This is an optimization exercise on Yosys and OpenROAD, whose aim is small area and a short achievable clock period, not a production implementation.
At most, simulation tests tie the RTL to the original design; equivalence was not proved.
For run 1, only the layout was checked, not whether the RTL still works.
Power and IR drop assume default switching activity.

==> flow/design.v (outline; a module is shown in full before it is edited, if it fits) <==
// module fa: 4 lines
// module han: 4 lines
// module hap: 4 lines
// module ginv: 1 lines
// module gnand2: 1 lines
// module gnor2: 1 lines
// module gand2: 1 lines
// module gor2: 1 lines
// module gxor2: 1 lines
// module gxnor2: 1 lines
// module gaoi21: 1 lines
// module goai21: 1 lines
// module circuit: 2298 lines
module circuit (
  output [47:0] p,
  input  [17:0] a, b, d,
  input  [47:0] c,
  input  clk, rstn);
  // ...
==> flow/flow/run.sh <==
#!/bin/bash
# Standard layout, with the port buffers made of buf_2 cells instead of the default delay buffer.
set -euo pipefail
export BUFFER_PORTS_ARGS="-buffer_cell sky130_fd_sc_hd__buf_2"
bash standard.sh > standard.log 2>&1
==> flow/standard.sh <==
#!/bin/bash
# synth_recipe.tcl (not shown) runs the flow's synth.tcl, then flattens the netlist and writes it again
# the make line also repeats each setting of config.mk as NAME=value (left out here)
make -C /OpenROAD-flow-scripts/flow DESIGN_CONFIG=/design/flow/config.mk WORK_HOME=/design/flow/orfs CLKGATE_MAP_FILE= SYNTH_SCRIPT=/design/flow/synth_recipe.tcl "${@:-finish}"
==> flow/config.mk <==
export PLATFORM = sky130hd
export DESIGN_NAME = circuit
export DESIGN_NICKNAME = circuit
export VERILOG_FILES = /design/flow/design.v
export SDC_FILE = /design/flow/constraint.sdc
export NUM_CORES = 4
export LEC_CHECK = 0
export CAP_MARGIN = 20
export CORE_MARGIN = 2
export CORE_UTILIZATION = 65
export CTS_CLUSTER_DIAMETER = 80
export CTS_CLUSTER_SIZE = 25
export SETUP_SLACK_MARGIN = 4.6
export SLEW_MARGIN = 20
export SYNTH_HIERARCHICAL = 1
==> flow/constraint.sdc <==
create_clock -name core_clock -period 7.0 [get_ports {clk}]
set_input_delay 1.4000 -clock core_clock [delete_from_list [all_inputs] [get_ports {clk}]]
set_output_delay 1.4000 -clock core_clock [all_outputs]
set_load 0.01 [all_outputs]
==> results.yml, run 1 <==
route:
  drt-total-wl_mm: 40.42
  drtAntennaViolNets: 0
  route.detailed.drc: 0
  highest_layer: "met5"
timing:
  post-route-period-util: 0.3411
  tightest_slew_ps: 590.6
  whs_ps: 332.7
power:
  p_switching_mw: 3.659
  finalPower_mw: 9.099
final_layout:
  ff_latch_area_mm2: 0.007532
  largest_reg_flops: 48
  reg.largest.list: "p_r x48, cn_r x37, s_r x19"
  fin_util: 0.7261
  stdcell_count: 2107
  multi_input_gates: 1121
logic_synthesis:
  syn_area_per_cell_um2: 11.41
  yosys.area_share.simple: 0.1199
  synth_top_area_share: 0.3959
  seq_area_frac_synth: 0.3959
  synth_edf_count: 0
  synth_top_family_by_area: "adder cells"
critical_path:
  max_stage_delay_ps: 320
  critPathSlowestCell: "dfxtp_1"
  critPathKind: "register to output pin"
  cp.depth: 1
  path_delay_family: "flip-flops"
global_routing:
  use_met1: 0.3730
  top_usage_layer: "met2"
cts:
  cts_tree: "yes"
  cts_resized: 73
  htree_num_levels: 1
  path_clk_slew_ps: 90
status:
  status: "no timing/DRC/antenna violations"
placement:
  numPortBuffers: 151
die:
  rows: 61
  start_util: 0.6644
  tap-cell-count: 378
==> run 2: changes to the inputs <==
--- a/flow/design.v
+++ b/flow/design.v
@@ -170,23 +170,17 @@
   reg t_r_35_1;
   reg t_r_36_0;
   reg t_r_36_1;
-  reg g_r_0;
-  reg u_r_0;
-  reg g_r_1;
-  reg g_r_2;
-  reg g_r_3;
-  reg g_r_4;
-  reg u_r_4;
-  reg g_r_5;
-  reg u_r_5;
-  reg g_r_6;
-  reg u_r_6;
-  reg g_r_7;
-  reg u_r_7;
-  reg g_r_8;
-  reg u_r_8;
-  reg g_r_9;
-  reg u_r_9;
+  reg lo_r_0;
+  reg lo_r_1;
+  reg lo_r_2;
+  reg lo_r_3;
+  reg lo_r_4;
+  reg lo_r_5;
+  reg lo_r_6;
+  reg lo_r_7;
+  reg lo_r_8;
+  reg lo_r_9;
+  reg ck_r;
   reg g_r_10;
   reg u_r_10;
   reg g_r_11;
@@ -1026,82 +1020,68 @@
   wire fc1248;
   wire fs1250;
   wire fc1251;
-  wire hg1253;
-  wire hp1254;
-  wire hg1256;
-  wire hp1257;
-  wire hg1259;
-  wire hp1260;
-  wire hg1262;
-  wire hp1263;
-  wire hg1265;
-  wire hp1266;
-  wire hg1268;
-  wire hp1269;
-  wire hg1271;
-  wire hp1272;
-  wire hg1274;
-  wire hp1275;
-  wire hg1277;
-  wire hp1278;
-  wire hg1280;
-  wire hp1281;
-  wire hg1283;
-  wire hp1284;
-  wire hg1286;
-  wire hp1287;
-  wire hg1289;
-  wire hp1290;
-  wire hg1292;
-  wire hp1293;
-  wire hg1295;
-  wire hp1296;
-  wire hg1298;
-  wire hp1299;
-  wire hg1301;
-  wire hp1302;
-  wire hg1304;
-  wire hp1305;
-  wire hg1307;
-  wire hp1308;
-  wire hg1310;
-  wire hp1311;
-  wire hg1313;
-  wire hp1314;
-  wire hg1316;
-  wire hp1317;
-  wire hg1319;
-  wire hp1320;
-  wire hg1322;
-  wire hp1323;
-  wire hg1325;
-  wire hp1326;
-  wire hg1328;
-  wire hp1329;
-  wire hg1331;
-  wire hp1332;
-  wire hg1334;
-  wire hp1335;
-  wire hg1337;
-  wire hp1338;
-  wire hg1340;
-  wire hp1341;
-  wire hg1343;
-  wire hp1344;
-  wire hg1346;
-  wire hp1347;
-  wire hg1349;
-  wire hp1350;
-  wire hg1352;
-  wire hp1353;
-  wire n1355;
-  wire n1357;
-  wire n1359;
-  wire n1361;
-  wire n1363;
-  wire n1365;
+  wire n1253;
+  wire n1255;
+  wire n1256;
+  wire n1257;
+  wire n1258;
+  wire n1260;
+  wire n1262;
+  wire n1264;
+  wire n1266;
+  wire n1268;
+  wire n1270;
+  wire n1272;
+  wire n1273;
+  wire n1274;
+  wire n1275;
+  wire n1277;
+  wire n1279;
+  wire n1281;
+  wire n1283;
+  wire n1285;
+  wire n1287;
+  wire n1289;
+  wire n1290;
+  wire n1291;
+  wire n1292;
+  wire n1294;
+  wire n1296;
+  wire n1298;
+  wire n1300;
+  wire n1302;
+  wire n1304;
+  wire n1306;
+  wire n1308;
+  wire n1310;
+  wire n1312;
+  wire n1314;
+  wire n1316;
+  wire n1318;
+  wire n1320;
+  wire n1322;
+  wire n1324;
+  wire n1326;
+  wire n1328;
+  wire n1330;
+  wire n1332;
+  wire n1334;
+  wire n1336;
+  wire n1338;
+  wire n1340;
+  wire n1342;
+  wire n1344;
+  wire n1346;
+  wire n1348;
+  wire n1350;
+  wire n1352;
+  wire n1354;
+  wire n1356;
+  wire n1358;
+  wire n1360;
+  wire n1362;
+  wire n1364;
   wire n1366;
-  wire n1367;
   wire n1368;
   wire n1370;
   wire n1372;
@@ -1124,133 +1104,146 @@
   wire n1406;
   wire n1408;
   wire n1410;
-  wire n1412;
-  wire n1414;
-  wire n1416;
-  wire n1418;
-  wire n1420;
-  wire n1422;
-  wire n1424;
-  wire n1426;
-  wire n1428;
-  wire n1430;
-  wire n1432;
-  wire n1433;
-  wire n1434;
-  wire n1436;
-  wire n1438;
-  wire n1440;
-  wire n1442;
-  wire n1444;
-  wire n1446;
-  wire n1448;
-  wire n1450;
-  wire n1452;
-  wire n1454;
-  wire n1456;
-  wire n1458;
-  wire n1460;
-  wire n1462;
-  wire n1464;
-  wire n1466;
-  wire n1468;
-  wire n1470;
-  wire n1472;
-  wire n1474;
-  wire n1476;
-  wire n1478;
-  wire n1480;
-  wire n1482;
-  wire n1484;
-  wire n1486;
-  wire n1488;
-  wire n1490;
-  wire n1492;
-  wire n1494;
-  wire n1496;
-  wire n1498;
-  wire n1500;
-  wire n1502;
-  wire n1504;
-  wire n1506;
-  wire n1508;
-  wire n1510;
-  wire n1512;
-  wire n1514;
-  wire n1516;
-  wire n1518;
-  wire n1520;
-  wire n1522;
-  wire n1524;
-  wire n1526;
-  wire n1528;
-  wire n1530;
-  wire n1532;
-  wire n1534;
-  wire n1536;
-  wire n1538;
-  wire n1540;
-  wire n1542;
-  wire n1544;
-  wire n1546;
+  wire hg1412;
+  wire hp1413;
+  wire hg1415;
+  wire hp1416;
+  wire hg1418;
+  wire hp1419;
+  wire hg1421;
+  wire hp1422;
+  wire hg1424;
+  wire hp1425;
+  wire hg1427;
+  wire hp1428;
+  wire hg1430;
+  wire hp1431;
+  wire hg1433;
+  wire hp1434;
+  wire hg1436;
+  wire hp1437;
+  wire hg1439;
+  wire hp1440;
+  wire hg1442;
+  wire hp1443;
+  wire hg1445;
+  wire hp1446;
+  wire hg1448;
+  wire hp1449;
+  wire hg1451;
+  wire hp1452;
+  wire hg1454;
+  wire hp1455;
+  wire hg1457;
+  wire hp1458;
+  wire hg1460;
+  wire hp1461;
+  wire hg1463;
+  wire hp1464;
+  wire hg1466;
+  wire hp1467;
+  wire hg1469;
+  wire hp1470;
+  wire hg1472;
+  wire hp1473;
+  wire hg1475;
+  wire hp1476;
+  wire hg1478;
+  wire hp1479;
+  wire hg1481;
+  wire hp1482;
+  wire hg1484;
+  wire hp1485;
+  wire hg1487;
+  wire hp1488;
+  wire hg1490;
+  wire hp1491;
+  wire n1493;
+  wire n1495;
+  wire n1497;
+  wire n1499;
+  wire n1501;
+  wire n1503;
+  wire n1505;
+  wire n1507;
+  wire n1509;
+  wire n1511;
+  wire n1513;
+  wire n1515;
+  wire n1517;
+  wire n1519;
+  wire n1521;
+  wire n1523;
+  wire n1525;
+  wire n1527;
+  wire n1529;
+  wire n1531;
+  wire n1533;
+  wire n1535;
+  wire n1537;
+  wire n1539;
+  wire n1541;
+  wire n1543;
+  wire n1545;
+  wire n1547;
   wire n1548;
-  wire n1550;
-  wire n1552;
-  wire n1554;
-  wire n1556;
-  wire n1558;
-  wire n1560;
-  wire n1562;
-  wire n1564;
-  wire n1566;
-  wire n1568;
-  wire n1570;
-  wire n1572;
-  wire n1574;
-  wire n1576;
-  wire n1578;
-  wire n1580;
-  wire n1582;
-  wire n1584;
-  wire n1586;
-  wire n1588;
-  wire n1590;
-  wire n1592;
-  wire n1594;
-  wire n1596;
-  wire n1598;
-  wire n1600;
-  wire n1602;
-  wire n1604;
-  wire n1606;
-  wire n1608;
-  wire n1610;
-  wire n1612;
-  wire n1614;
-  wire n1616;
-  wire n1618;
-  wire n1620;
-  wire n1622;
-  wire n1624;
-  wire n1626;
-  wire n1628;
-  wire n1630;
-  wire n1632;
-  wire n1634;
-  wire n1636;
-  wire n1638;
-  wire n1640;
-  wire n1642;
-  wire n1644;
-  wire n1646;
-  wire n1648;
-  wire n1650;
-  wire n1652;
-  wire n1654;
-  wire n1656;
-  wire n1658;
-  wire n1660;
-  wire n1662;
+  wire n1549;
+  wire n1551;
+  wire n1553;
+  wire n1555;
+  wire n1557;
+  wire n1559;
+  wire n1561;
+  wire n1563;
+  wire n1565;
+  wire n1567;
+  wire n1569;
+  wire n1571;
+  wire n1573;
+  wire n1575;
+  wire n1577;
+  wire n1579;
+  wire n1581;
+  wire n1583;
+  wire n1585;
+  wire n1587;
+  wire n1589;
+  wire n1591;
+  wire n1593;
+  wire n1595;
+  wire n1597;
+  wire n1599;
+  wire n1601;
+  wire n1603;
+  wire n1605;
+  wire n1607;
+  wire n1609;
+  wire n1611;
+  wire n1613;
+  wire n1615;
+  wire n1617;
+  wire n1619;
+  wire n1621;
+  wire n1623;
+  wire n1625;
+  wire n1627;
+  wire n1629;
+  wire n1631;
+  wire n1633;
+  wire n1635;
+  wire n1637;
+  wire n1639;
+  wire n1641;
+  wire n1643;
+  wire n1645;
+  wire n1647;
+  wire n1649;
+  wire n1651;
+  wire n1653;
+  wire n1655;
+  wire n1657;
+  wire n1659;
+  wire n1661;
   wire n1663;
   wire n1665;
   wire n1667;
@@ -1814,259 +1807,265 @@
   fa u1246 (.x(fc1158), .y(t_r_31_0), .z(t_r_31_1), .s(fs1244), .co(fc1245));
   fa u1249 (.x(t_r_32_2), .y(t_r_32_0), .z(t_r_32_1), .s(fs1247), .co(fc1248));
   fa u1252 (.x(t_r_33_2), .y(t_r_33_0), .z(t_r_33_1), .s(fs1250), .co(fc1251));
-  hap u1255 (.a(t_r_0_0), .b(t_r_0_1), .s(hp1254), .co(hg1253));
-  hap u1258 (.a(hs1160), .b(t_r_4_2), .s(hp1257), .co(hg1256));
-  hap u1261 (.a(hc1162), .b(hs1164), .s(hp1260), .co(hg1259));
-  hap u1264 (.a(hc1166), .b(hs1168), .s(hp1263), .co(hg1262));
-  hap u1267 (.a(hc1170), .b(fs1172), .s(hp1266), .co(hg1265));
-  hap u1270 (.a(fc1173), .b(fs1175), .s(hp1269), .co(hg1268));
-  hap u1273 (.a(fc1176), .b(fs1178), .s(hp1272), .co(hg1271));
-  hap u1276 (.a(fc1179), .b(fs1181), .s(hp1275), .co(hg1274));
-  hap u1279 (.a(fc1182), .b(fs1184), .s(hp1278), .co(hg1277));
-  hap u1282 (.a(fc1185), .b(fs1187), .s(hp1281), .co(hg1280));
-  hap u1285 (.a(fc1188), .b(fs1190), .s(hp1284), .co(hg1283));
-  hap u1288 (.a(fc1191), .b(fs1193), .s(hp1287), .co(hg1286));
-  hap u1291 (.a(fc1194), .b(fs1196), .s(hp1290), .co(hg1289));
-  hap u1294 (.a(fc1197), .b(fs1199), .s(hp1293), .co(hg1292));
-  hap u1297 (.a(fc1200), .b(fs1202), .s(hp1296), .co(hg1295));
-  hap u1300 (.a(fc1203), .b(fs1205), .s(hp1299), .co(hg1298));
-  hap u1303 (.a(fc1206), .b(fs1208), .s(hp1302), .co(hg1301));
-  hap u1306 (.a(fc1209), .b(fs1211), .s(hp1305), .co(hg1304));
-  hap u1309 (.a(fc1212), .b(fs1214), .s(hp1308), .co(hg1307));
-  hap u1312 (.a(fc1215), .b(fs1217), .s(hp1311), .co(hg1310));
-  hap u1315 (.a(fc1218), .b(fs1220), .s(hp1314), .co(hg1313));
-  hap u1318 (.a(fc1221), .b(fs1223), .s(hp1317), .co(hg1316));
-  hap u1321 (.a(fc1224), .b(fs1226), .s(hp1320), .co(hg1319));
-  hap u1324 (.a(fc1227), .b(fs1229), .s(hp1323), .co(hg1322));
-  hap u1327 (.a(fc1230), .b(fs1232), .s(hp1326), .co(hg1325));
-  hap u1330 (.a(fc1233), .b(fs1235), .s(hp1329), .co(hg1328));
-  hap u1333 (.a(fc1236), .b(fs1238), .s(hp1332), .co(hg1331));
-  hap u1336 (.a(fc1239), .b(fs1241), .s(hp1335), .co(hg1334));
-  hap u1339 (.a(fc1242), .b(fs1244), .s(hp1338), .co(hg1337));
-  hap u1342 (.a(fc1245), .b(fs1247), .s(hp1341), .co(hg1340));
-  hap u1345 (.a(fc1248), .b(fs1250), .s(hp1344), .co(hg1343));
-  hap u1348 (.a(fc1251), .b(t_r_34_0), .s(hp1347), .co(hg1346));
-  hap u1351 (.a(t_r_35_0), .b(t_r_35_1), .s(hp1350), .co(hg1349));
-  hap u1354 (.a(t_r_36_0), .b(t_r_36_1), .s(hp1353), .co(hg1352));
-  ginv u1356 (.a(g_r_1), .y(n1355));
-  ginv u1358 (.a(g_r_2), .y(n1357));
-  ginv u1360 (.a(g_r_3), .y(n1359));
-  gnor2 u1362 (.a(g_r_0), .b(u_r_0), .y(n1361));
-  ginv u1364 (.a(n1361), .y(n1363));
-  assign n1365 = ~((1'b1 & n1363) | g_r_1);
-  assign n1366 = ~((1'b1 & g_r_2) | g_r_3);
-  assign n1367 = ~(1'b1 & 1'b1);
-  gaoi21 u1369 (.a(u_r_5), .b(g_r_4), .c(g_r_5), .y(n1368));
-  gnand2 u1371 (.a(u_r_5), .b(u_r_4), .y(n1370));
-  gaoi21 u1373 (.a(u_r_7), .b(g_r_6), .c(g_r_7), .y(n1372));
-  gnand2 u1375 (.a(u_r_7), .b(u_r_6), .y(n1374));
-  gaoi21 u1377 (.a(u_r_9), .b(g_r_8), .c(g_r_9), .y(n1376));
-  gnand2 u1379 (.a(u_r_9), .b(u_r_8), .y(n1378));
-  gaoi21 u1381 (.a(u_r_11), .b(g_r_10), .c(g_r_11), .y(n1380));
-  gnand2 u1383 (.a(u_r_11), .b(u_r_10), .y(n1382));
-  gaoi21 u1385 (.a(u_r_13), .b(g_r_12), .c(g_r_13), .y(n1384));
-  gnand2 u1387 (.a(u_r_13), .b(u_r_12), .y(n1386));
-  gaoi21 u1389 (.a(u_r_15), .b(g_r_14), .c(g_r_15), .y(n1388));
-  gnand2 u1391 (.a(u_r_15), .b(u_r_14), .y(n1390));
-  gaoi21 u1393 (.a(u_r_17), .b(g_r_16), .c(g_r_17), .y(n1392));
-  gnand2 u1395 (.a(u_r_17), .b(u_r_16), .y(n1394));
-  gaoi21 u1397 (.a(u_r_19), .b(g_r_18), .c(g_r_19), .y(n1396));
-  gnand2 u1399 (.a(u_r_19), .b(u_r_18), .y(n1398));
-  gaoi21 u1401 (.a(u_r_21), .b(g_r_20), .c(g_r_21), .y(n1400));
-  gnand2 u1403 (.a(u_r_21), .b(u_r_20), .y(n1402));
-  gaoi21 u1405 (.a(u_r_23), .b(g_r_22), .c(g_r_23), .y(n1404));
-  gnand2 u1407 (.a(u_r_23), .b(u_r_22), .y(n1406));
-  gaoi21 u1409 (.a(u_r_25), .b(g_r_24), .c(g_r_25), .y(n1408));
-  gnand2 u1411 (.a(u_r_25), .b(u_r_24), .y(n1410));
-  gaoi21 u1413 (.a(u_r_27), .b(g_r_26), .c(g_r_27), .y(n1412));
-  gnand2 u1415 (.a(u_r_27), .b(u_r_26), .y(n1414));
-  gaoi21 u1417 (.a(u_r_29), .b(g_r_28), .c(g_r_29), .y(n1416));
-  gnand2 u1419 (.a(u_r_29), .b(u_r_28), .y(n1418));
-  gaoi21 u1421 (.a(u_r_31), .b(g_r_30), .c(g_r_31), .y(n1420));
-  gnand2 u1423 (.a(u_r_31), .b(u_r_30), .y(n1422));
-  gaoi21 u1425 (.a(u_r_33), .b(g_r_32), .c(g_r_33), .y(n1424));
-  gnand2 u1427 (.a(u_r_33), .b(u_r_32), .y(n1426));
-  gaoi21 u1429 (.a(u_r_35), .b(g_r_34), .c(g_r_35), .y(n1428));
-  gnand2 u1431 (.a(u_r_35), .b(u_r_34), .y(n1430));
-  assign n1432 = ~((1'b1 & g_r_36) | 1'b1);
-  assign n1433 = ~(1'b1 & u_r_36);
-  goai21 u1435 (.a(n1367), .b(n1365), .c(n1366), .y(n1434));
-  goai21 u1437 (.a(n1370), .b(n1366), .c(n1368), .y(n1436));
-  gnor2 u1439 (.a(n1370), .b(n1367), .y(n1438));
-  goai21 u1441 (.a(n1374), .b(n1368), .c(n1372), .y(n1440));
-  gnor2 u1443 (.a(n1374), .b(n1370), .y(n1442));
-  goai21 u1445 (.a(n1378), .b(n1372), .c(n1376), .y(n1444));
-  gnor2 u1447 (.a(n1378), .b(n1374), .y(n1446));
-  goai21 u1449 (.a(n1382), .b(n1376), .c(n1380), .y(n1448));
-  gnor2 u1451 (.a(n1382), .b(n1378), .y(n1450));
-  goai21 u1453 (.a(n1386), .b(n1380), .c(n1384), .y(n1452));
-  gnor2 u1455 (.a(n1386), .b(n1382), .y(n1454));
-  goai21 u1457 (.a(n1390), .b(n1384), .c(n1388), .y(n1456));
-  gnor2 u1459 (.a(n1390), .b(n1386), .y(n1458));
-  goai21 u1461 (.a(n1394), .b(n1388), .c(n1392), .y(n1460));
-  gnor2 u1463 (.a(n1394), .b(n1390), .y(n1462));
-  goai21 u1465 (.a(n1398), .b(n1392), .c(n1396), .y(n1464));
-  gnor2 u1467 (.a(n1398), .b(n1394), .y(n1466));
-  goai21 u1469 (.a(n1402), .b(n1396), .c(n1400), .y(n1468));
-  gnor2 u1471 (.a(n1402), .b(n1398), .y(n1470));
-  goai21 u1473 (.a(n1406), .b(n1400), .c(n1404), .y(n1472));
-  gnor2 u1475 (.a(n1406), .b(n1402), .y(n1474));
-  goai21 u1477 (.a(n1410), .b(n1404), .c(n1408), .y(n1476));
-  gnor2 u1479 (.a(n1410), .b(n1406), .y(n1478));
-  goai21 u1481 (.a(n1414), .b(n1408), .c(n1412), .y(n1480));
-  gnor2 u1483 (.a(n1414), .b(n1410), .y(n1482));
-  goai21 u1485 (.a(n1418), .b(n1412), .c(n1416), .y(n1484));
-  gnor2 u1487 (.a(n1418), .b(n1414), .y(n1486));
-  goai21 u1489 (.a(n1422), .b(n1416), .c(n1420), .y(n1488));
-  gnor2 u1491 (.a(n1422), .b(n1418), .y(n1490));
-  goai21 u1493 (.a(n1426), .b(n1420), .c(n1424), .y(n1492));
-  gnor2 u1495 (.a(n1426), .b(n1422), .y(n1494));
-  goai21 u1497 (.a(n1430), .b(n1424), .c(n1428), .y(n1496));
-  gnor2 u1499 (.a(n1430), .b(n1426), .y(n1498));
-  goai21 u1501 (.a(n1433), .b(n1428), .c(n1432), .y(n1500));
-  gnor2 u1503 (.a(n1433), .b(n1430), .y(n1502));
-  ginv u1505 (.a(n1365), .y(n1504));
-  gaoi21 u1507 (.a(n1438), .b(n1504), .c(n1436), .y(n1506));
-  gaoi21 u1509 (.a(n1442), .b(n1434), .c(n1440), .y(n1508));
-  gaoi21 u1511 (.a(n1446), .b(n1436), .c(n1444), .y(n1510));
-  gnand2 u1513 (.a(n1446), .b(n1438), .y(n1512));
-  gaoi21 u1515 (.a(n1450), .b(n1440), .c(n1448), .y(n1514));
-  gnand2 u1517 (.a(n1450), .b(n1442), .y(n1516));
-  gaoi21 u1519 (.a(n1454), .b(n1444), .c(n1452), .y(n1518));
-  gnand2 u1521 (.a(n1454), .b(n1446), .y(n1520));
-  gaoi21 u1523 (.a(n1458), .b(n1448), .c(n1456), .y(n1522));
-  gnand2 u1525 (.a(n1458), .b(n1450), .y(n1524));
-  gaoi21 u1527 (.a(n1462), .b(n1452), .c(n1460), .y(n1526));
-  gnand2 u1529 (.a(n1462), .b(n1454), .y(n1528));
-  gaoi21 u1531 (.a(n1466), .b(n1456), .c(n1464), .y(n1530));
-  gnand2 u1533 (.a(n1466), .b(n1458), .y(n1532));
-  gaoi21 u1535 (.a(n1470), .b(n1460), .c(n1468), .y(n1534));
-  gnand2 u1537 (.a(n1470), .b(n1462), .y(n1536));
-  gaoi21 u1539 (.a(n1474), .b(n1464), .c(n1472), .y(n1538));
-  gnand2 u1541 (.a(n1474), .b(n1466), .y(n1540));
-  gaoi21 u1543 (.a(n1478), .b(n1468), .c(n1476), .y(n1542));
-  gnand2 u1545 (.a(n1478), .b(n1470), .y(n1544));
-  gaoi21 u1547 (.a(n1482), .b(n1472), .c(n1480), .y(n1546));
-  gnand2 u1549 (.a(n1482), .b(n1474), .y(n1548));
-  gaoi21 u1551 (.a(n1486), .b(n1476), .c(n1484), .y(n1550));
-  gnand2 u1553 (.a(n1486), .b(n1478), .y(n1552));
-  gaoi21 u1555 (.a(n1490), .b(n1480), .c(n1488), .y(n1554));
-  gnand2 u1557 (.a(n1490), .b(n1482), .y(n1556));
-  gaoi21 u1559 (.a(n1494), .b(n1484), .c(n1492), .y(n1558));
-  gnand2 u1561 (.a(n1494), .b(n1486), .y(n1560));
-  gaoi21 u1563 (.a(n1498), .b(n1488), .c(n1496), .y(n1562));
-  gnand2 u1565 (.a(n1498), .b(n1490), .y(n1564));
-  gaoi21 u1567 (.a(n1502), .b(n1492), .c(n1500), .y(n1566));
-  gnand2 u1569 (.a(n1502), .b(n1494), .y(n1568));
-  goai21 u1571 (.a(n1512), .b(n1365), .c(n1510), .y(n1570));
-  ginv u1573 (.a(n1434), .y(n1572));
-  goai21 u1575 (.a(n1516), .b(n1572), .c(n1514), .y(n1574));
-  goai21 u1577 (.a(n1520), .b(n1506), .c(n1518), .y(n1576));
-  goai21 u1579 (.a(n1524), .b(n1508), .c(n1522), .y(n1578));
-  goai21 u1581 (.a(n1528), .b(n1510), .c(n1526), .y(n1580));
-  gnor2 u1583 (.a(n1528), .b(n1512), .y(n1582));
-  goai21 u1585 (.a(n1532), .b(n1514), .c(n1530), .y(n1584));
-  gnor2 u1587 (.a(n1532), .b(n1516), .y(n1586));
-  goai21 u1589 (.a(n1536), .b(n1518), .c(n1534), .y(n1588));
-  gnor2 u1591 (.a(n1536), .b(n1520), .y(n1590));
-  goai21 u1593 (.a(n1540), .b(n1522), .c(n1538), .y(n1592));
-  gnor2 u1595 (.a(n1540), .b(n1524), .y(n1594));
-  goai21 u1597 (.a(n1544), .b(n1526), .c(n1542), .y(n1596));
-  gnor2 u1599 (.a(n1544), .b(n1528), .y(n1598));
-  goai21 u1601 (.a(n1548), .b(n1530), .c(n1546), .y(n1600));
-  gnor2 u1603 (.a(n1548), .b(n1532), .y(n1602));
-  goai21 u1605 (.a(n1552), .b(n1534), .c(n1550), .y(n1604));
-  gnor2 u1607 (.a(n1552), .b(n1536), .y(n1606));
-  goai21 u1609 (.a(n1556), .b(n1538), .c(n1554), .y(n1608));
-  gnor2 u1611 (.a(n1556), .b(n1540), .y(n1610));
-  goai21 u1613 (.a(n1560), .b(n1542), .c(n1558), .y(n1612));
-  gnor2 u1615 (.a(n1560), .b(n1544), .y(n1614));
-  goai21 u1617 (.a(n1564), .b(n1546), .c(n1562), .y(n1616));
-  gnor2 u1619 (.a(n1564), .b(n1548), .y(n1618));
-  goai21 u1621 (.a(n1568), .b(n1550), .c(n1566), .y(n1620));
-  gnor2 u1623 (.a(n1568), .b(n1552), .y(n1622));
-  gaoi21 u1625 (.a(n1582), .b(n1504), .c(n1580), .y(n1624));
-  gaoi21 u1627 (.a(n1586), .b(n1434), .c(n1584), .y(n1626));
-  ginv u1629 (.a(n1506), .y(n1628));
-  gaoi21 u1631 (.a(n1590), .b(n1628), .c(n1588), .y(n1630));
-  ginv u1633 (.a(n1508), .y(n1632));
-  gaoi21 u1635 (.a(n1594), .b(n1632), .c(n1592), .y(n1634));
-  gaoi21 u1637 (.a(n1598), .b(n1570), .c(n1596), .y(n1636));
-  gaoi21 u1639 (.a(n1602), .b(n1574), .c(n1600), .y(n1638));
-  gaoi21 u1641 (.a(n1606), .b(n1576), .c(n1604), .y(n1640));
-  gaoi21 u1643 (.a(n1610), .b(n1578), .c(n1608), .y(n1642));
-  gaoi21 u1645 (.a(n1614), .b(n1580), .c(n1612), .y(n1644));
-  gnand2 u1647 (.a(n1614), .b(n1582), .y(n1646));
-  gaoi21 u1649 (.a(n1618), .b(n1584), .c(n1616), .y(n1648));
-  gnand2 u1651 (.a(n1618), .b(n1586), .y(n1650));
-  gaoi21 u1653 (.a(n1622), .b(n1588), .c(n1620), .y(n1652));
-  gnand2 u1655 (.a(n1622), .b(n1590), .y(n1654));
-  goai21 u1657 (.a(n1646), .b(n1365), .c(n1644), .y(n1656));
-  goai21 u1659 (.a(n1650), .b(n1572), .c(n1648), .y(n1658));
-  goai21 u1661 (.a(n1654), .b(n1506), .c(n1652), .y(n1660));
-  assign n1662 = ~((1'b1 & n1504) | g_r_2);
-  gaoi21 u1664 (.a(u_r_4), .b(n1434), .c(g_r_4), .y(n1663));
-  gaoi21 u1666 (.a(u_r_6), .b(n1628), .c(g_r_6), .y(n1665));
-  gaoi21 u1668 (.a(u_r_8), .b(n1632), .c(g_r_8), .y(n1667));
-  gaoi21 u1670 (.a(u_r_10), .b(n1570), .c(g_r_10), .y(n1669));
-  gaoi21 u1672 (.a(u_r_12), .b(n1574), .c(g_r_12), .y(n1671));
-  gaoi21 u1674 (.a(u_r_14), .b(n1576), .c(g_r_14), .y(n1673));
-  gaoi21 u1676 (.a(u_r_16), .b(n1578), .c(g_r_16), .y(n1675));
-  ginv u1678 (.a(n1624), .y(n1677));
-  gaoi21 u1680 (.a(u_r_18), .b(n1677), .c(g_r_18), .y(n1679));
-  ginv u1682 (.a(n1626), .y(n1681));
-  gaoi21 u1684 (.a(u_r_20), .b(n1681), .c(g_r_20), .y(n1683));
-  ginv u1686 (.a(n1630), .y(n1685));
-  gaoi21 u1688 (.a(u_r_22), .b(n1685), .c(g_r_22), .y(n1687));
-  ginv u1690 (.a(n1634), .y(n1689));
-  gaoi21 u1692 (.a(u_r_24), .b(n1689), .c(g_r_24), .y(n1691));
-  ginv u1694 (.a(n1636), .y(n1693));
-  gaoi21 u1696 (.a(u_r_26), .b(n1693), .c(g_r_26), .y(n1695));
-  ginv u1698 (.a(n1638), .y(n1697));
-  gaoi21 u1700 (.a(u_r_28), .b(n1697), .c(g_r_28), .y(n1699));
-  ginv u1702 (.a(n1640), .y(n1701));
-  gaoi21 u1704 (.a(u_r_30), .b(n1701), .c(g_r_30), .y(n1703));
-  ginv u1706 (.a(n1642), .y(n1705));
-  gaoi21 u1708 (.a(u_r_32), .b(n1705), .c(g_r_32), .y(n1707));
-  gaoi21 u1710 (.a(u_r_34), .b(n1656), .c(g_r_34), .y(n1709));
-  gaoi21 u1712 (.a(u_r_36), .b(n1658), .c(g_r_36), .y(n1711));
-  gxor2 u1714 (.a(n1355), .b(n1361), .y(n1713));
-  gxor2 u1716 (.a(n1357), .b(n1365), .y(n1715));
-  gxor2 u1718 (.a(n1359), .b(n1662), .y(n1717));
-  gxnor2 u1720 (.a(u_r_4), .b(n1434), .y(n1719));
-  gxor2 u1722 (.a(u_r_5), .b(n1663), .y(n1721));
-  gxor2 u1724 (.a(u_r_6), .b(n1506), .y(n1723));
-  gxor2 u1726 (.a(u_r_7), .b(n1665), .y(n1725));
-  gxor2 u1728 (.a(u_r_8), .b(n1508), .y(n1727));
-  gxor2 u1730 (.a(u_r_9), .b(n1667), .y(n1729));
-  gxnor2 u1732 (.a(u_r_10), .b(n1570), .y(n1731));
-  gxor2 u1734 (.a(u_r_11), .b(n1669), .y(n1733));
-  gxnor2 u1736 (.a(u_r_12), .b(n1574), .y(n1735));
-  gxor2 u1738 (.a(u_r_13), .b(n1671), .y(n1737));
-  gxnor2 u1740 (.a(u_r_14), .b(n1576), .y(n1739));
-  gxor2 u1742 (.a(u_r_15), .b(n1673), .y(n1741));
-  gxnor2 u1744 (.a(u_r_16), .b(n1578), .y(n1743));
-  gxor2 u1746 (.a(u_r_17), .b(n1675), .y(n1745));
-  gxor2 u1748 (.a(u_r_18), .b(n1624), .y(n1747));
-  gxor2 u1750 (.a(u_r_19), .b(n1679), .y(n1749));
-  gxor2 u1752 (.a(u_r_20), .b(n1626), .y(n1751));
-  gxor2 u1754 (.a(u_r_21), .b(n1683), .y(n1753));
-  gxor2 u1756 (.a(u_r_22), .b(n1630), .y(n1755));
-  gxor2 u1758 (.a(u_r_23), .b(n1687), .y(n1757));
-  gxor2 u1760 (.a(u_r_24), .b(n1634), .y(n1759));
-  gxor2 u1762 (.a(u_r_25), .b(n1691), .y(n1761));
-  gxor2 u1764 (.a(u_r_26), .b(n1636), .y(n1763));
-  gxor2 u1766 (.a(u_r_27), .b(n1695), .y(n1765));
-  gxor2 u1768 (.a(u_r_28), .b(n1638), .y(n1767));
-  gxor2 u1770 (.a(u_r_29), .b(n1699), .y(n1769));
-  gxor2 u1772 (.a(u_r_30), .b(n1640), .y(n1771));
-  gxor2 u1774 (.a(u_r_31), .b(n1703), .y(n1773));
-  gxor2 u1776 (.a(u_r_32), .b(n1642), .y(n1775));
-  gxor2 u1778 (.a(u_r_33), .b(n1707), .y(n1777));
-  gxnor2 u1780 (.a(u_r_34), .b(n1656), .y(n1779));
-  gxor2 u1782 (.a(u_r_35), .b(n1709), .y(n1781));
-  gxnor2 u1784 (.a(u_r_36), .b(n1658), .y(n1783));
-  assign n1785 = 1'b0 ^ n1711;
+  gnand2 u1254 (.a(t_r_0_0), .b(t_r_0_1), .y(n1253));
+  assign n1255 = ~(t_r_1_0 & 1'b1);
+  assign n1256 = ~(t_r_2_0 & 1'b1);
+  assign n1257 = ~(t_r_3_0 & 1'b1);
+  gnand2 u1259 (.a(hs1160), .b(t_r_4_2), .y(n1258));
+  gnand2 u1261 (.a(hc1162), .b(hs1164), .y(n1260));
+  gnand2 u1263 (.a(hc1166), .b(hs1168), .y(n1262));
+  gnand2 u1265 (.a(hc1170), .b(fs1172), .y(n1264));
+  gnand2 u1267 (.a(fc1173), .b(fs1175), .y(n1266));
+  gnand2 u1269 (.a(fc1176), .b(fs1178), .y(n1268));
+  gnor2 u1271 (.a(t_r_0_0), .b(t_r_0_1), .y(n1270));
+  assign n1272 = ~(t_r_1_0 | 1'b1);
+  assign n1273 = ~(t_r_2_0 | 1'b1);
+  assign n1274 = ~(t_r_3_0 | 1'b1);
+  gnor2 u1276 (.a(hs1160), .b(t_r_4_2), .y(n1275));
+  gnor2 u1278 (.a(hc1162), .b(hs1164), .y(n1277));
+  gnor2 u1280 (.a(hc1166), .b(hs1168), .y(n1279));
+  gnor2 u1282 (.a(hc1170), .b(fs1172), .y(n1281));
+  gnor2 u1284 (.a(fc1173), .b(fs1175), .y(n1283));
+  gnor2 u1286 (.a(fc1176), .b(fs1178), .y(n1285));
+  gxor2 u1288 (.a(t_r_0_0), .b(t_r_0_1), .y(n1287));
+  assign n1289 = t_r_1_0 ^ 1'b1;
+  assign n1290 = t_r_2_0 ^ 1'b1;
+  assign n1291 = t_r_3_0 ^ 1'b1;
+  gxor2 u1293 (.a(hs1160), .b(t_r_4_2), .y(n1292));
+  gxor2 u1295 (.a(hc1162), .b(hs1164), .y(n1294));
+  gxor2 u1297 (.a(hc1166), .b(hs1168), .y(n1296));
+  gxor2 u1299 (.a(hc1170), .b(fs1172), .y(n1298));
+  gxor2 u1301 (.a(fc1173), .b(fs1175), .y(n1300));
+  gxor2 u1303 (.a(fc1176), .b(fs1178), .y(n1302));
+  gnand2 u1305 (.a(n1253), .b(n1270), .y(n1304));
+  ginv u1307 (.a(n1304), .y(n1306));
+  goai21 u1309 (.a(n1272), .b(n1306), .c(n1255), .y(n1308));
+  goai21 u1311 (.a(n1273), .b(n1255), .c(n1256), .y(n1310));
+  gnor2 u1313 (.a(n1273), .b(n1272), .y(n1312));
+  goai21 u1315 (.a(n1274), .b(n1256), .c(n1257), .y(n1314));
+  gnor2 u1317 (.a(n1274), .b(n1273), .y(n1316));
+  goai21 u1319 (.a(n1275), .b(n1257), .c(n1258), .y(n1318));
+  gnor2 u1321 (.a(n1275), .b(n1274), .y(n1320));
+  goai21 u1323 (.a(n1277), .b(n1258), .c(n1260), .y(n1322));
+  gnor2 u1325 (.a(n1277), .b(n1275), .y(n1324));
+  goai21 u1327 (.a(n1279), .b(n1260), .c(n1262), .y(n1326));
+  gnor2 u1329 (.a(n1279), .b(n1277), .y(n1328));
+  goai21 u1331 (.a(n1281), .b(n1262), .c(n1264), .y(n1330));
+  gnor2 u1333 (.a(n1281), .b(n1279), .y(n1332));
+  goai21 u1335 (.a(n1283), .b(n1264), .c(n1266), .y(n1334));
+  gnor2 u1337 (.a(n1283), .b(n1281), .y(n1336));
+  goai21 u1339 (.a(n1285), .b(n1266), .c(n1268), .y(n1338));
+  gnor2 u1341 (.a(n1285), .b(n1283), .y(n1340));
+  gaoi21 u1343 (.a(n1312), .b(n1304), .c(n1310), .y(n1342));
+  gaoi21 u1345 (.a(n1316), .b(n1308), .c(n1314), .y(n1344));
+  gaoi21 u1347 (.a(n1320), .b(n1310), .c(n1318), .y(n1346));
+  gnand2 u1349 (.a(n1320), .b(n1312), .y(n1348));
+  gaoi21 u1351 (.a(n1324), .b(n1314), .c(n1322), .y(n1350));
+  gnand2 u1353 (.a(n1324), .b(n1316), .y(n1352));
+  gaoi21 u1355 (.a(n1328), .b(n1318), .c(n1326), .y(n1354));
+  gnand2 u1357 (.a(n1328), .b(n1320), .y(n1356));
+  gaoi21 u1359 (.a(n1332), .b(n1322), .c(n1330), .y(n1358));
+  gnand2 u1361 (.a(n1332), .b(n1324), .y(n1360));
+  gaoi21 u1363 (.a(n1336), .b(n1326), .c(n1334), .y(n1362));
+  gnand2 u1365 (.a(n1336), .b(n1328), .y(n1364));
+  gaoi21 u1367 (.a(n1340), .b(n1330), .c(n1338), .y(n1366));
+  gnand2 u1369 (.a(n1340), .b(n1332), .y(n1368));
+  goai21 u1371 (.a(n1348), .b(n1306), .c(n1346), .y(n1370));
+  ginv u1373 (.a(n1308), .y(n1372));
+  goai21 u1375 (.a(n1352), .b(n1372), .c(n1350), .y(n1374));
+  goai21 u1377 (.a(n1356), .b(n1342), .c(n1354), .y(n1376));
+  goai21 u1379 (.a(n1360), .b(n1344), .c(n1358), .y(n1378));
+  goai21 u1381 (.a(n1364), .b(n1346), .c(n1362), .y(n1380));
+  gnor2 u1383 (.a(n1364), .b(n1348), .y(n1382));
+  goai21 u1385 (.a(n1368), .b(n1350), .c(n1366), .y(n1384));
+  gnor2 u1387 (.a(n1368), .b(n1352), .y(n1386));
+  gaoi21 u1389 (.a(n1382), .b(n1304), .c(n1380), .y(n1388));
+  gaoi21 u1391 (.a(n1386), .b(n1308), .c(n1384), .y(n1390));
+  gxnor2 u1393 (.a(n1289), .b(n1304), .y(n1392));
+  gxnor2 u1395 (.a(n1290), .b(n1308), .y(n1394));
+  gxor2 u1397 (.a(n1291), .b(n1342), .y(n1396));
+  gxor2 u1399 (.a(n1292), .b(n1344), .y(n1398));
+  gxnor2 u1401 (.a(n1294), .b(n1370), .y(n1400));
+  gxnor2 u1403 (.a(n1296), .b(n1374), .y(n1402));
+  gxnor2 u1405 (.a(n1298), .b(n1376), .y(n1404));
+  gxnor2 u1407 (.a(n1300), .b(n1378), .y(n1406));
+  gxor2 u1409 (.a(n1302), .b(n1388), .y(n1408));
+  ginv u1411 (.a(n1390), .y(n1410));
+  hap u1414 (.a(fc1179), .b(fs1181), .s(hp1413), .co(hg1412));
+  hap u1417 (.a(fc1182), .b(fs1184), .s(hp1416), .co(hg1415));
+  hap u1420 (.a(fc1185), .b(fs1187), .s(hp1419), .co(hg1418));
+  hap u1423 (.a(fc1188), .b(fs1190), .s(hp1422), .co(hg1421));
+  hap u1426 (.a(fc1191), .b(fs1193), .s(hp1425), .co(hg1424));
+  hap u1429 (.a(fc1194), .b(fs1196), .s(hp1428), .co(hg1427));
+  hap u1432 (.a(fc1197), .b(fs1199), .s(hp1431), .co(hg1430));
+  hap u1435 (.a(fc1200), .b(fs1202), .s(hp1434), .co(hg1433));
+  hap u1438 (.a(fc1203), .b(fs1205), .s(hp1437), .co(hg1436));
+  hap u1441 (.a(fc1206), .b(fs1208), .s(hp1440), .co(hg1439));
+  hap u1444 (.a(fc1209), .b(fs1211), .s(hp1443), .co(hg1442));
+  hap u1447 (.a(fc1212), .b(fs1214), .s(hp1446), .co(hg1445));
+  hap u1450 (.a(fc1215), .b(fs1217), .s(hp1449), .co(hg1448));
+  hap u1453 (.a(fc1218), .b(fs1220), .s(hp1452), .co(hg1451));
+  hap u1456 (.a(fc1221), .b(fs1223), .s(hp1455), .co(hg1454));
+  hap u1459 (.a(fc1224), .b(fs1226), .s(hp1458), .co(hg1457));
+  hap u1462 (.a(fc1227), .b(fs1229), .s(hp1461), .co(hg1460));
+  hap u1465 (.a(fc1230), .b(fs1232), .s(hp1464), .co(hg1463));
+  hap u1468 (.a(fc1233), .b(fs1235), .s(hp1467), .co(hg1466));
+  hap u1471 (.a(fc1236), .b(fs1238), .s(hp1470), .co(hg1469));
+  hap u1474 (.a(fc1239), .b(fs1241), .s(hp1473), .co(hg1472));
+  hap u1477 (.a(fc1242), .b(fs1244), .s(hp1476), .co(hg1475));
+  hap u1480 (.a(fc1245), .b(fs1247), .s(hp1479), .co(hg1478));
+  hap u1483 (.a(fc1248), .b(fs1250), .s(hp1482), .co(hg1481));
+  hap u1486 (.a(fc1251), .b(t_r_34_0), .s(hp1485), .co(hg1484));
+  hap u1489 (.a(t_r_35_0), .b(t_r_35_1), .s(hp1488), .co(hg1487));
+  hap u1492 (.a(t_r_36_0), .b(t_r_36_1), .s(hp1491), .co(hg1490));
+  gaoi21 u1494 (.a(u_r_10), .b(ck_r), .c(g_r_10), .y(n1493));
+  ginv u1496 (.a(n1493), .y(n1495));
+  gaoi21 u1498 (.a(u_r_11), .b(n1495), .c(g_r_11), .y(n1497));
+  gaoi21 u1500 (.a(u_r_13), .b(g_r_12), .c(g_r_13), .y(n1499));
+  gnand2 u1502 (.a(u_r_13), .b(u_r_12), .y(n1501));
+  gaoi21 u1504 (.a(u_r_15), .b(g_r_14), .c(g_r_15), .y(n1503));
+  gnand2 u1506 (.a(u_r_15), .b(u_r_14), .y(n1505));
+  gaoi21 u1508 (.a(u_r_17), .b(g_r_16), .c(g_r_17), .y(n1507));
+  gnand2 u1510 (.a(u_r_17), .b(u_r_16), .y(n1509));
+  gaoi21 u1512 (.a(u_r_19), .b(g_r_18), .c(g_r_19), .y(n1511));
+  gnand2 u1514 (.a(u_r_19), .b(u_r_18), .y(n1513));
+  gaoi21 u1516 (.a(u_r_21), .b(g_r_20), .c(g_r_21), .y(n1515));
+  gnand2 u1518 (.a(u_r_21), .b(u_r_20), .y(n1517));
+  gaoi21 u1520 (.a(u_r_23), .b(g_r_22), .c(g_r_23), .y(n1519));
+  gnand2 u1522 (.a(u_r_23), .b(u_r_22), .y(n1521));
+  gaoi21 u1524 (.a(u_r_25), .b(g_r_24), .c(g_r_25), .y(n1523));
+  gnand2 u1526 (.a(u_r_25), .b(u_r_24), .y(n1525));
+  gaoi21 u1528 (.a(u_r_27), .b(g_r_26), .c(g_r_27), .y(n1527));
+  gnand2 u1530 (.a(u_r_27), .b(u_r_26), .y(n1529));
+  gaoi21 u1532 (.a(u_r_29), .b(g_r_28), .c(g_r_29), .y(n1531));
+  gnand2 u1534 (.a(u_r_29), .b(u_r_28), .y(n1533));
+  gaoi21 u1536 (.a(u_r_31), .b(g_r_30), .c(g_r_31), .y(n1535));
+  gnand2 u1538 (.a(u_r_31), .b(u_r_30), .y(n1537));
+  gaoi21 u1540 (.a(u_r_33), .b(g_r_32), .c(g_r_33), .y(n1539));
+  gnand2 u1542 (.a(u_r_33), .b(u_r_32), .y(n1541));
+  gaoi21 u1544 (.a(u_r_35), .b(g_r_34), .c(g_r_35), .y(n1543));
+  gnand2 u1546 (.a(u_r_35), .b(u_r_34), .y(n1545));
+  assign n1547 = ~((1'b1 & g_r_36) | 1'b1);
+  assign n1548 = ~(1'b1 & u_r_36);
+  goai21 u1550 (.a(n1501), .b(n1497), .c(n1499), .y(n1549));
+  goai21 u1552 (.a(n1505), .b(n1499), .c(n1503), .y(n1551));
+  gnor2 u1554 (.a(n1505), .b(n1501), .y(n1553));
+  goai21 u1556 (.a(n1509), .b(n1503), .c(n1507), .y(n1555));
+  gnor2 u1558 (.a(n1509), .b(n1505), .y(n1557));
+  goai21 u1560 (.a(n1513), .b(n1507), .c(n1511), .y(n1559));
+  gnor2 u1562 (.a(n1513), .b(n1509), .y(n1561));
+  goai21 u1564 (.a(n1517), .b(n1511), .c(n1515), .y(n1563));
+  gnor2 u1566 (.a(n1517), .b(n1513), .y(n1565));
+  goai21 u1568 (.a(n1521), .b(n1515), .c(n1519), .y(n1567));
+  gnor2 u1570 (.a(n1521), .b(n1517), .y(n1569));
+  goai21 u1572 (.a(n1525), .b(n1519), .c(n1523), .y(n1571));
+  gnor2 u1574 (.a(n1525), .b(n1521), .y(n1573));
+  goai21 u1576 (.a(n1529), .b(n1523), .c(n1527), .y(n1575));
+  gnor2 u1578 (.a(n1529), .b(n1525), .y(n1577));
+  goai21 u1580 (.a(n1533), .b(n1527), .c(n1531), .y(n1579));
+  gnor2 u1582 (.a(n1533), .b(n1529), .y(n1581));
+  goai21 u1584 (.a(n1537), .b(n1531), .c(n1535), .y(n1583));
+  gnor2 u1586 (.a(n1537), .b(n1533), .y(n1585));
+  goai21 u1588 (.a(n1541), .b(n1535), .c(n1539), .y(n1587));
+  gnor2 u1590 (.a(n1541), .b(n1537), .y(n1589));
+  goai21 u1592 (.a(n1545), .b(n1539), .c(n1543), .y(n1591));
+  gnor2 u1594 (.a(n1545), .b(n1541), .y(n1593));
+  goai21 u1596 (.a(n1548), .b(n1543), .c(n1547), .y(n1595));
+  gnor2 u1598 (.a(n1548), .b(n1545), .y(n1597));
+  ginv u1600 (.a(n1497), .y(n1599));
+  gaoi21 u1602 (.a(n1553), .b(n1599), .c(n1551), .y(n1601));
+  gaoi21 u1604 (.a(n1557), .b(n1549), .c(n1555), .y(n1603));
+  gaoi21 u1606 (.a(n1561), .b(n1551), .c(n1559), .y(n1605));
+  gnand2 u1608 (.a(n1561), .b(n1553), .y(n1607));
+  gaoi21 u1610 (.a(n1565), .b(n1555), .c(n1563), .y(n1609));
+  gnand2 u1612 (.a(n1565), .b(n1557), .y(n1611));
+  gaoi21 u1614 (.a(n1569), .b(n1559), .c(n1567), .y(n1613));
+  gnand2 u1616 (.a(n1569), .b(n1561), .y(n1615));
+  gaoi21 u1618 (.a(n1573), .b(n1563), .c(n1571), .y(n1617));
+  gnand2 u1620 (.a(n1573), .b(n1565), .y(n1619));
+  gaoi21 u1622 (.a(n1577), .b(n1567), .c(n1575), .y(n1621));
+  gnand2 u1624 (.a(n1577), .b(n1569), .y(n1623));
+  gaoi21 u1626 (.a(n1581), .b(n1571), .c(n1579), .y(n1625));
+  gnand2 u1628 (.a(n1581), .b(n1573), .y(n1627));
+  gaoi21 u1630 (.a(n1585), .b(n1575), .c(n1583), .y(n1629));
+  gnand2 u1632 (.a(n1585), .b(n1577), .y(n1631));
+  gaoi21 u1634 (.a(n1589), .b(n1579), .c(n1587), .y(n1633));
+  gnand2 u1636 (.a(n1589), .b(n1581), .y(n1635));
+  gaoi21 u1638 (.a(n1593), .b(n1583), .c(n1591), .y(n1637));
+  gnand2 u1640 (.a(n1593), .b(n1585), .y(n1639));
+  gaoi21 u1642 (.a(n1597), .b(n1587), .c(n1595), .y(n1641));
+  gnand2 u1644 (.a(n1597), .b(n1589), .y(n1643));
+  goai21 u1646 (.a(n1607), .b(n1497), .c(n1605), .y(n1645));
+  ginv u1648 (.a(n1549), .y(n1647));
+  goai21 u1650 (.a(n1611), .b(n1647), .c(n1609), .y(n1649));
+  goai21 u1652 (.a(n1615), .b(n1601), .c(n1613), .y(n1651));
+  goai21 u1654 (.a(n1619), .b(n1603), .c(n1617), .y(n1653));
+  goai21 u1656 (.a(n1623), .b(n1605), .c(n1621), .y(n1655));
+  gnor2 u1658 (.a(n1623), .b(n1607), .y(n1657));
+  goai21 u1660 (.a(n1627), .b(n1609), .c(n1625), .y(n1659));
+  gnor2 u1662 (.a(n1627), .b(n1611), .y(n1661));
+  goai21 u1664 (.a(n1631), .b(n1613), .c(n1629), .y(n1663));
+  gnor2 u1666 (.a(n1631), .b(n1615), .y(n1665));
+  goai21 u1668 (.a(n1635), .b(n1617), .c(n1633), .y(n1667));
+  gnor2 u1670 (.a(n1635), .b(n1619), .y(n1669));
+  goai21 u1672 (.a(n1639), .b(n1621), .c(n1637), .y(n1671));
+  gnor2 u1674 (.a(n1639), .b(n1623), .y(n1673));
+  goai21 u1676 (.a(n1643), .b(n1625), .c(n1641), .y(n1675));
+  gnor2 u1678 (.a(n1643), .b(n1627), .y(n1677));
+  gaoi21 u1680 (.a(n1657), .b(n1599), .c(n1655), .y(n1679));
+  gaoi21 u1682 (.a(n1661), .b(n1549), .c(n1659), .y(n1681));
+  ginv u1684 (.a(n1601), .y(n1683));
+  gaoi21 u1686 (.a(n1665), .b(n1683), .c(n1663), .y(n1685));
+  ginv u1688 (.a(n1603), .y(n1687));
+  gaoi21 u1690 (.a(n1669), .b(n1687), .c(n1667), .y(n1689));
+  gaoi21 u1692 (.a(n1673), .b(n1645), .c(n1671), .y(n1691));
+  gaoi21 u1694 (.a(n1677), .b(n1649), .c(n1675), .y(n1693));
+  gaoi21 u1696 (.a(u_r_12), .b(n1599), .c(g_r_12), .y(n1695));
+  gaoi21 u1698 (.a(u_r_14), .b(n1549), .c(g_r_14), .y(n1697));
+  gaoi21 u1700 (.a(u_r_16), .b(n1683), .c(g_r_16), .y(n1699));
+  gaoi21 u1702 (.a(u_r_18), .b(n1687), .c(g_r_18), .y(n1701));
+  gaoi21 u1704 (.a(u_r_20), .b(n1645), .c(g_r_20), .y(n1703));
+  gaoi21 u1706 (.a(u_r_22), .b(n1649), .c(g_r_22), .y(n1705));
+  gaoi21 u1708 (.a(u_r_24), .b(n1651), .c(g_r_24), .y(n1707));
+  gaoi21 u1710 (.a(u_r_26), .b(n1653), .c(g_r_26), .y(n1709));
+  ginv u1712 (.a(n1679), .y(n1711));
+  gaoi21 u1714 (.a(u_r_28), .b(n1711), .c(g_r_28), .y(n1713));
+  ginv u1716 (.a(n1681), .y(n1715));
+  gaoi21 u1718 (.a(u_r_30), .b(n1715), .c(g_r_30), .y(n1717));
+  ginv u1720 (.a(n1685), .y(n1719));
+  gaoi21 u1722 (.a(u_r_32), .b(n1719), .c(g_r_32), .y(n1721));
+  ginv u1724 (.a(n1689), .y(n1723));
+  gaoi21 u1726 (.a(u_r_34), .b(n1723), .c(g_r_34), .y(n1725));
+  ginv u1728 (.a(n1691), .y(n1727));
+  gaoi21 u1730 (.a(u_r_36), .b(n1727), .c(g_r_36), .y(n1729));
+  gxnor2 u1732 (.a(u_r_10), .b(ck_r), .y(n1731));
+  gxor2 u1734 (.a(u_r_11), .b(n1493), .y(n1733));
+  gxor2 u1736 (.a(u_r_12), .b(n1497), .y(n1735));
+  gxor2 u1738 (.a(u_r_13), .b(n1695), .y(n1737));
+  gxnor2 u1740 (.a(u_r_14), .b(n1549), .y(n1739));
+  gxor2 u1742 (.a(u_r_15), .b(n1697), .y(n1741));
+  gxor2 u1744 (.a(u_r_16), .b(n1601), .y(n1743));
+  gxor2 u1746 (.a(u_r_17), .b(n1699), .y(n1745));
+  gxor2 u1748 (.a(u_r_18), .b(n1603), .y(n1747));
+  gxor2 u1750 (.a(u_r_19), .b(n1701), .y(n1749));
+  gxnor2 u1752 (.a(u_r_20), .b(n1645), .y(n1751));
+  gxor2 u1754 (.a(u_r_21), .b(n1703), .y(n1753));
+  gxnor2 u1756 (.a(u_r_22), .b(n1649), .y(n1755));
+  gxor2 u1758 (.a(u_r_23), .b(n1705), .y(n1757));
+  gxnor2 u1760 (.a(u_r_24), .b(n1651), .y(n1759));
+  gxor2 u1762 (.a(u_r_25), .b(n1707), .y(n1761));
+  gxnor2 u1764 (.a(u_r_26), .b(n1653), .y(n1763));
+  gxor2 u1766 (.a(u_r_27), .b(n1709), .y(n1765));
+  gxor2 u1768 (.a(u_r_28), .b(n1679), .y(n1767));
+  gxor2 u1770 (.a(u_r_29), .b(n1713), .y(n1769));
+  gxor2 u1772 (.a(u_r_30), .b(n1681), .y(n1771));
+  gxor2 u1774 (.a(u_r_31), .b(n1717), .y(n1773));
+  gxor2 u1776 (.a(u_r_32), .b(n1685), .y(n1775));
+  gxor2 u1778 (.a(u_r_33), .b(n1721), .y(n1777));
+  gxor2 u1780 (.a(u_r_34), .b(n1689), .y(n1779));
+  gxor2 u1782 (.a(u_r_35), .b(n1725), .y(n1781));
+  gxor2 u1784 (.a(u_r_36), .b(n1691), .y(n1783));
+  assign n1785 = 1'b0 ^ n1729;
   gnand2 u1787 (.a(ch_r2[1]), .b(ch_r2[0]), .y(n1786));
   gnand2 u1789 (.a(ch_r2[3]), .b(ch_r2[2]), .y(n1788));
   gnand2 u1791 (.a(ch_r2[5]), .b(ch_r2[4]), .y(n1790));
@@ -2089,7 +2088,7 @@
   gnand2 u1825 (.a(ch_r2[8]), .b(n1822), .y(n1824));
   gnor2 u1827 (.a(n1794), .b(n1820), .y(n1826));
   gnor2 u1829 (.a(n1810), .b(n1820), .y(n1828));
-  assign lo = {n1785, n1783, n1781, n1779, n1777, n1775, n1773, n1771, n1769, n1767, n1765, n1763, n1761, n1759, n1757, n1755, n1753, n1751, n1749, n1747, n1745, n1743, n1741, n1739, n1737, n1735, n1733, n1731, n1729, n1727, n1725, n1723, n1721, n1719, n1717, n1715, n1713, u_r_0};
+  assign lo = {n1785, n1783, n1781, n1779, n1777, n1775, n1773, n1771, n1769, n1767, n1765, n1763, n1761, n1759, n1757, n1755, n1753, n1751, n1749, n1747, n1745, n1743, n1741, n1739, n1737, n1735, n1733, n1731, lo_r_9, lo_r_8, lo_r_7, lo_r_6, lo_r_5, lo_r_4, lo_r_3, lo_r_2, lo_r_1, lo_r_0};
   assign ch_inc = {(ch_r2[10] ^ (lo[37] & n1826)), (ch_r2[9] ^ (lo[37] & ~n1824)), (ch_r2[8] ^ (lo[37] & ~n1820)), (ch_r2[7] ^ (lo[37] & ~n1818)), (ch_r2[6] ^ (lo[37] & ~n1814)), (ch_r2[5] ^ (lo[37] & ~n1812)), (ch_r2[4] ^ (lo[37] & n1800)), (ch_r2[3] ^ (lo[37] & ~n1798)), (ch_r2[2] ^ (lo[37] & ~n1786)), (ch_r2[1] ^ (lo[37] & ch_r2[0])), (ch_r2[0] ^ lo[37])};
   assign p_nx = {ch_inc, lo[36:0]};
   always @(posedge clk) begin
@@ -2239,77 +2238,71 @@
     t_r_35_1 <= fc992;
     t_r_36_0 <= cn_r[36];
     t_r_36_1 <= fc995;
-    g_r_0 <= hg1253;
-    u_r_0 <= hp1254;
-    g_r_1 <= t_r_1_0;
-    g_r_2 <= t_r_2_0;
-    g_r_3 <= t_r_3_0;
-    g_r_4 <= hg1256;
-    u_r_4 <= hp1257;
-    g_r_5 <= hg1259;
-    u_r_5 <= hp1260;
-    g_r_6 <= hg1262;
-    u_r_6 <= hp1263;
-    g_r_7 <= hg1265;
-    u_r_7 <= hp1266;
-    g_r_8 <= hg1268;
-    u_r_8 <= hp1269;
-    g_r_9 <= hg1271;
-    u_r_9 <= hp1272;
-    g_r_10 <= hg1274;
-    u_r_10 <= hp1275;
-    g_r_11 <= hg1277;
-    u_r_11 <= hp1278;
-    g_r_12 <= hg1280;
-    u_r_12 <= hp1281;
-    g_r_13 <= hg1283;
-    u_r_13 <= hp1284;
-    g_r_14 <= hg1286;
-    u_r_14 <= hp1287;
-    g_r_15 <= hg1289;
-    u_r_15 <= hp1290;
-    g_r_16 <= hg1292;
-    u_r_16 <= hp1293;
-    g_r_17 <= hg1295;
-    u_r_17 <= hp1296;
-    g_r_18 <= hg1298;
-    u_r_18 <= hp1299;
-    g_r_19 <= hg1301;
-    u_r_19 <= hp1302;
-    g_r_20 <= hg1304;
-    u_r_20 <= hp1305;
-    g_r_21 <= hg1307;
-    u_r_21 <= hp1308;
-    g_r_22 <= hg1310;
-    u_r_22 <= hp1311;
-    g_r_23 <= hg1313;
-    u_r_23 <= hp1314;
-    g_r_24 <= hg1316;
-    u_r_24 <= hp1317;
-    g_r_25 <= hg1319;
-    u_r_25 <= hp1320;
-    g_r_26 <= hg1322;
-    u_r_26 <= hp1323;
-    g_r_27 <= hg1325;
-    u_r_27 <= hp1326;
-    g_r_28 <= hg1328;
-    u_r_28 <= hp1329;
-    g_r_29 <= hg1331;
-    u_r_29 <= hp1332;
-    g_r_30 <= hg1334;
-    u_r_30 <= hp1335;
-    g_r_31 <= hg1337;
-    u_r_31 <= hp1338;
-    g_r_32 <= hg1340;
-    u_r_32 <= hp1341;
-    g_r_33 <= hg1343;
-    u_r_33 <= hp1344;
-    g_r_34 <= hg1346;
-    u_r_34 <= hp1347;
-    g_r_35 <= hg1349;
-    u_r_35 <= hp1350;
-    g_r_36 <= hg1352;
-    u_r_36 <= hp1353;
+    lo_r_0 <= n1287;
+    lo_r_1 <= n1392;
+    lo_r_2 <= n1394;
+    lo_r_3 <= n1396;
+    lo_r_4 <= n1398;
+    lo_r_5 <= n1400;
+    lo_r_6 <= n1402;
+    lo_r_7 <= n1404;
+    lo_r_8 <= n1406;
+    lo_r_9 <= n1408;
+    ck_r <= n1410;
+    g_r_10 <= hg1412;
+    u_r_10 <= hp1413;
+    g_r_11 <= hg1415;
+    u_r_11 <= hp1416;
+    g_r_12 <= hg1418;
+    u_r_12 <= hp1419;
+    g_r_13 <= hg1421;
+    u_r_13 <= hp1422;
+    g_r_14 <= hg1424;
+    u_r_14 <= hp1425;
+    g_r_15 <= hg1427;
+    u_r_15 <= hp1428;
+    g_r_16 <= hg1430;
+    u_r_16 <= hp1431;
+    g_r_17 <= hg1433;
+    u_r_17 <= hp1434;
+    g_r_18 <= hg1436;
+    u_r_18 <= hp1437;
+    g_r_19 <= hg1439;
+    u_r_19 <= hp1440;
+    g_r_20 <= hg1442;
+    u_r_20 <= hp1443;
+    g_r_21 <= hg1445;
+    u_r_21 <= hp1446;
+    g_r_22 <= hg1448;
+    u_r_22 <= hp1449;
+    g_r_23 <= hg1451;
+    u_r_23 <= hp1452;
+    g_r_24 <= hg1454;
+    u_r_24 <= hp1455;
+    g_r_25 <= hg1457;
+    u_r_25 <= hp1458;
+    g_r_26 <= hg1460;
+    u_r_26 <= hp1461;
+    g_r_27 <= hg1463;
+    u_r_27 <= hp1464;
+    g_r_28 <= hg1466;
+    u_r_28 <= hp1467;
+    g_r_29 <= hg1469;
+    u_r_29 <= hp1470;
+    g_r_30 <= hg1472;
+    u_r_30 <= hp1473;
+    g_r_31 <= hg1475;
+    u_r_31 <= hp1476;
+    g_r_32 <= hg1478;
+    u_r_32 <= hp1479;
+    g_r_33 <= hg1481;
+    u_r_33 <= hp1482;
+    g_r_34 <= hg1484;
+    u_r_34 <= hp1485;
+    g_r_35 <= hg1487;
+    u_r_35 <= hp1488;
+    g_r_36 <= hg1490;
+    u_r_36 <= hp1491;
     ch_r1 <= ch_r;
     ch_r2 <= ch_r1;
     if (rstn && v2) p_r <= p_nx;
--- a/flow/config.mk
+++ b/flow/config.mk
@@ -7,7 +7,7 @@
 export LEC_CHECK = 0
 export CAP_MARGIN = 20
 export CORE_MARGIN = 2
-export CORE_UTILIZATION = 65
+export CORE_UTILIZATION = 70
 export CTS_CLUSTER_DIAMETER = 80
 export CTS_CLUSTER_SIZE = 25
 export SETUP_SLACK_MARGIN = 4.6
==> results.yml, run 2 <==
cts:
  cts_tree: "yes"
  cts_root_buffer: "clkbuf_16"
  cts_buffers: 18
  clock_sink_count: 362
  postCtsHoldBufs: 0
  clkLatencyLatePin_ps: 540
  clock_path_buffers: 3
  path_clk_slew_ps: 90
  htree_num_levels: 1
timing:
  worst_slack_ps: 4628
  finClkSkew_ps: 25.40
  finalSetupTns_ps: 0
  slew_viol_final: 0
  setup_viol: 0
  rsz0062_at_grt: "yes"
  hold_viol: 0
  tightest_slew_ps: 516.1
  fmaxAchievable_mhz: 421.6
  min_period_ps: 2372
  whs_ps: 327.9
  post-route-period-util: 0.3388
placement:
  dp_cells: 2040
  dpl.hpwl_mm: 29.57
  gp_congestion: 0.9065
  dp_slack_ps: 4230
  placed_area_mm2: 0.01929
  numPortBuffers: 151
final_layout:
  final_cell_mix: "nand2_1, fa_1, dfxtp_1"
  fin_util: 0.7751
  final_area_mm2: 0.02014
  largest_reg_flops: 48
  reg.largest.list: "p_r x48, cn_r x37, s_r x19"
  nets: 2173
  fillers: 1677
  area_growth_pct: 9.177
  regMostFlops: "p_r"
  stdcell_count: 2069
  antennaDiodeCount: 0
  layout_commonest_cell: "nand2_1"
logic_synthesis:
  synth_top_family_by_area: "adder cells"
  synth_ff_type: "dfxtp_1"
  yosys.area_share.simple: 0.1222
  async_flop_share: 0
  yosysTopAreaCell: "dfxtp_1"
  muxShareOfSynthArea: 0
  synthTopCellsByArea: "dfxtp_1, fa_1, nand2_1, a21oi_2, xor2_1"
  syn_area_per_cell_um2: 11.33
  yosys-top-cells-count: "nand2_1, dfxtp_1, fa_1"
  synthCells: 1628
  syn_area_mm2: 0.01845
  synth_fa_ha_area_frac: 0.3532
  synth_edf_count: 0
  synth_top_area_share: 0.3928
  yosysWarnings: 7
  seq_area_frac_synth: 0.3928
  ys_ff_latch: 362
  synth_compound_area_frac: 0.04788
  ys_types: 20
critical_path:
  critPathKind: "register to output pin"
  critPathMaxFanout: 1
  startpoint_type: "register"
  path_delay_family: "flip-flops"
  r2r_start: "a_r[7]"
  critPathSlowestCell: "dfxtp_1"
  cp.arrival_ps: 970
  max_stage_delay_ps: 320
  endpoint_kind: "output pin"
  path_cells: "buf_2"
  required_ps: 5600
  crit_buf_inv: 1
  r2r_slack_ps: 4660
  worstReg2RegEnd: "t_r_20_5"
  worstRegToRegCells: 4
min_path:
  min_path_cells: 0
  worstHoldStart: "ch_r[3]"
  min_to: "ch_r1[3]"
status:
  status: "no timing/DRC/antenna violations"
die:
  die_w_um: 166.3
  die_h_um: 166.3
  coreArea_mm2: 0.02598
  die_area_mm2: 0.02767
  start_util: 0.7099
  io_pins: 152
  rows: 59
global_routing:
  grt.total_usage: 0.2997
  grt-ovfl-total: 0
  grt_antenna_before_repair: 1
  grt_max_degree: 43
  grt_pass1_wl_mm: 64.92
  grt_pass1_vias: 12680
power:
  p_per_area_mw_per_mm2: 461.1
  finalPower_mw: 9.287
  peakVddDrop_v: 0.0003202
  leakagePower_nw: 8.186
route:
  num_vias: 11700
  vias_per_cell: 5.656
  drtAntennaViolNets: 0
  drt-total-wl_mm: 40.25
  dr.pass1.iters: 5
  wl_per_cell_um: 19.46
  route.detailed.drc: 0
run:
  max_cap_violations: 0
-- run 2: changes by cell type in the layout (fill, tap and decap cells not counted), sizes merged, moves of 5 or more --
cell   before  now
conb        2    8
ha         35   28
xnor2      36   41
buf       153  160
dfxtp     368  362
a21oi      72   66
-- run 2: where the power goes --
| group | leakage (nW) | internal (mW) | switching, mW |
|---|---|---|---|
| clock | 0.233 | 0.472 | 0.636 |
| combinational | 4.90 | 2.17 | 2.54 |
| sequential | 3.05 | 2.86 | 0.620 |
-- run 2: modules after synthesis (local to each module, per instance) --
module	cell area, um^2	times used	flip-flops and latches
goai21	5.005	61	0
gnor2	3.754	66	0
gaoi21	8.758	66	0
gxnor2	8.758	33	0
gor2	6.256	15	0
gnand2	3.754	73	0
circuit	9552	1	362
gxor2	8.758	60	0
ginv	3.754	21	0
hap	12.51	27	0
fa	20.02	308	0
-- run 2: final cells by class --
type	instances	area [um^2]	share of cell area
clock inverters	3	32.53	0.001615
inverters	61	229.0	0.01137
flip-flops and latches	362	7410	0.3679
well taps	335	419.2	0.02081
multi-input cells	1130	10640	0.5282
clock buffers	18	450.4	0.02236
repair buffers	160	960.9	0.04771
-- run 2: how the worst max path moves through the flow --
stage | startpoint | to | slack, ps | depth (start not counted)
6_report | p_r[22] | p[22] | 4630 | 1
3_5_place_dp | a_r[8] | t_r_20_5 | 4230 | 4
3_3_place_gp | s_r[9] | t_r_16_4 | 4270 | 4
4_1_cts | p_r[6] | p[6] | 4600 | 1
5_1_grt | p_r[6] | p[6] | 4590 | 1
2_1_floorplan | b[1] | s_r[17] | 4610 | 7
-- run 2: what timing repair did --
item	CTS	global route
endpoints found under the hold margin	0	0
gates resized for setup	65	50
endpoints found under the setup margin	112	71
buffers inserted	0	8
-- run 2: cell families after synthesis --
| group | count (synthesis) |
|---|---|
| AND/OR/NAND/NOR | 556 |
| AO/OA/AOI/OAI | 127 |
| buffers and inverters | 143 |
| other | 1 |
| flip-flops | 362 |
| XOR/XNOR | 103 |
| adder cells (fa/ha/maj) | 336 |
-- run 2: per-layer routing --
metal / track usage / up-vias / share of wire
met5: 0 / - / 0
met4: 0.08846 / 0 / 0.033
met3: 0.07245 / 123 / 0.11
met2: 0.4943 / 677 / 0.47
met1: 0.4024 / 5735 / 0.39
li1: - / 5168 / -
